Context: an optimization exercise on an open-source flow, tuned for small area. The choices shown serve that exercise and are no tape-out recipe.
RTL that was checked went through simulation tests only; none was proved equivalent to the original.
Power figures rest on the tool's default switching activity, not on a simulated workload.

## proj9_top
module proj9_top(
	input wire  SCLK,
	input wire  MOSI,
	input wire  CSN,
	input wire  rst_n,
	output wire MISO,
	output wire MISO_enable
);
==> module spi_interface, before the edit <==
module spi_interface(
	input wire	       SCLK,
	input wire	       MOSI,
	input wire	       CSN,
	input wire	       rst_n,
	input wire         tap_e,
	input wire         tap_o,
	output reg	       MISO,
	output reg	       MISO_enable,
	output wire [15:0] set_hi,
	output wire [15:0] clr_hi,
	output wire [15:0] sel_lo,
	output wire [7:0]  ra,
	output wire        rq
);
	reg [5:0]  pos;       
	reg        rw;        
	reg [7:0]  radr;      
	reg [3:0]  ph;        
	reg        done;      
	reg [3:0]  e;         
	reg [7:0]  wadr;      
	reg [6:0]  z;         
	reg        co;        
	reg [15:0] sr;        
	reg [3:0]  k;         
	reg        wact;      
	reg        cact;      
	wire start    = (pos == 6'd0 || pos == 6'd34) && !CSN;
	wire in_data  = pos >= 6'd14 && pos <= 6'd29;    
	wire win_go   = rw && pos >= 6'd15 && pos <= 6'd30 && ph == 4'd0;
	wire rd_on    = !rw && pos >= 6'd14 && pos <= 6'd29;
	assign ra      = {radr[7:2], pos == 6'd7 ? MOSI : radr[1], pos == 6'd8 ? MOSI : radr[0]};
	assign rq      = e[3];
	wire ins_act = wact | win_go;
	wire ins_bit = sr[k];
	assign set_hi = (ins_act & ins_bit & done) ? (16'd1 << wadr[7:4]) : 16'd0;
	assign clr_hi = done ? (cact ? (16'd1 << wadr[7:4]) : 16'd0) : 16'hffff;
	assign sel_lo = done ? (16'd1 << wadr[3:0]) : 16'hffff;
	wire tap = ra[0] ? tap_o : tap_e;
	wire z0_in = (pos == 6'd7 ? tap_e : tap) & done;
	wire z1_in = (pos == 6'd8 && MOSI) ? co : z[0];
	wire rd_bit = e[2:0] == 3'd0 ? (tap & done) : z[e[2:0] - 3'd1];
	always @(posedge SCLK or negedge rst_n)
	begin
		if (rst_n == 1'b0) begin
			pos  <= 6'd0;
			ph   <= 4'd0;
			done <= 1'b0;
			wact <= 1'b0;
			cact <= 1'b0;
		end else begin
			if (start)
				pos <= 6'd1;
			else if (pos == 6'd0 || pos == 6'd34)
				pos <= 6'd0;
			else
				pos <= pos + 1'b1;
			ph <= ph + 1'b1;
			if (ph == 4'd13)
				done <= 1'b1;
			if (win_go)
				wact <= 1'b1;
			else if (ph == 4'd15)
				wact <= 1'b0;
			cact <= ins_act & !ins_bit;
		end
	end
	integer i;
	always @(posedge SCLK)
	begin
		if (start)
			rw <= MOSI;
		for (i = 0; i < 8; i = i + 1)
			if (pos == 6'd8 - i)
				radr[i] <= MOSI;
		if (pos == 6'd6)
			e <= ph;
		if (pos == 6'd14) begin
			k    <= ~ph;
			wadr <= radr;
		end
		sr <= {sr[14:0], in_data ? MOSI : sr[15]};
		z  <= {z[5:1], z1_in, z0_in};
		co <= tap_o & done;
	end
	always @(negedge SCLK or negedge rst_n)
	begin
		if (rst_n == 1'b0) begin
			MISO        <= 1'b0;
			MISO_enable <= 1'b0;
		end else begin
			MISO_enable <= rd_on;
			MISO        <= rd_on && rd_bit;
		end
	end
endmodule  
export LEC_CHECK = 0
export CAP_MARGIN = 5
export CORE_MARGIN = 2
export CORE_UTILIZATION = 75
export SLEW_MARGIN = 5
create_clock -name core_clock -period 10.0 [get_ports {SCLK}]
standard.sh (not shown) runs the stock make flow with config.mk's settings and CLKGATE_MAP_FILE= SYNTH_SCRIPT=/design/flow/synth_recipe.tcl, a recipe that flattens the netlist after the stock synthesis.
==> flow/flow/run.sh <==
#!/bin/bash
# Own layout flow: the standard ORFS flow (standard.sh) with two changes:
#  - synthesis maps the combinational logic with ABC's area-oriented default
#    mapping (flow/abc_map.script) instead of ORFS's delay-oriented script;
#    registers are mapped exactly as in the standard synthesis;
#  - clock tree synthesis inserts no dummy loads.
# ORFS writes each step's full log under orfs/logs/; make's output for each
# phase goes to logs/ here.
set -euo pipefail
W=$PWD
mkdir -p "$W/logs"
rm -rf "$W/scripts_mod"
cp -r "$FLOW_HOME/scripts" "$W/scripts_mod"
cp "$W/flow/abc_map.script" "$W/scripts_mod/abc_speed.script"
bash standard.sh SCRIPTS_DIR="$W/scripts_mod" synth > "$W/logs/synth.log" 2>&1
export CTS_ARGS="-sink_clustering_enable -repair_clock_nets -sink_clustering_size 20 -sink_clustering_max_diameter 45 -buf_list sky130_fd_sc_hd__clkbuf_8 -dont_use_dummy_load"
bash standard.sh finish > "$W/logs/finish.log" 2>&1
==> flow/flow/abc_map.script <==
strash
&get -n
&fraig -x
&put
scorr
dc2
strash
&get -n
&dch -f
&nf
&put
Edit:
--- a/flow/design.v
+++ b/flow/design.v
@@ -18,20 +18,19 @@
 	reg        rw;        
 	reg [7:0]  radr;      
 	reg [3:0]  ph;        
 	reg        done;      
-	reg [3:0]  e;         
 	reg [7:0]  wadr;      
 	reg [6:0]  z;         
 	reg        co;        
 	reg [15:0] sr;        
 	reg [3:0]  k;         
 	reg        wact;      
 	reg        cact;      
 	wire start    = (pos == 6'd0 || pos == 6'd34) && !CSN;
-	wire in_data  = pos >= 6'd14 && pos <= 6'd29;    
 	wire win_go   = rw && pos >= 6'd15 && pos <= 6'd30 && ph == 4'd0;
 	wire rd_on    = !rw && pos >= 6'd14 && pos <= 6'd29;
+	wire [3:0] e  = ph - pos[3:0] + 4'd6;
 	assign ra      = {radr[7:2], pos == 6'd7 ? MOSI : radr[1], pos == 6'd8 ? MOSI : radr[0]};
 	assign rq      = e[3];
 	wire ins_act = wact | win_go;
 	wire ins_bit = sr[k];
@@ -74,15 +73,13 @@
 			rw <= MOSI;
 		for (i = 0; i < 8; i = i + 1)
 			if (pos == 6'd8 - i)
 				radr[i] <= MOSI;
-		if (pos == 6'd6)
-			e <= ph;
 		if (pos == 6'd14) begin
 			k    <= ~ph;
 			wadr <= radr;
 		end
-		sr <= {sr[14:0], in_data ? MOSI : sr[15]};
+		sr <= {sr[14:0], MOSI};
 		z  <= {z[5:1], z1_in, z0_in};
 		co <= tap_o & done;
 	end
 	always @(negedge SCLK or negedge rst_n)
Synthesized area is about the same.
Sequential power barely changes.
Sequential cell count fell by 4.
Final cell count is about the same.
Register-to-register slack gets worse by 0.60 ns.
Count of clock-buffer cells in the layout rose by 2.
Cell area hardly moves.
Wire length rose by 7.6%.
Worst setup slack gets worse by 0.60 ns.
Non-clock buffer count rose by 1.
Clock power rose by about 1%.
Hold slack gets worse by 0.016 ns.
The RTL of the second run of this note was laid out without a check of its function.
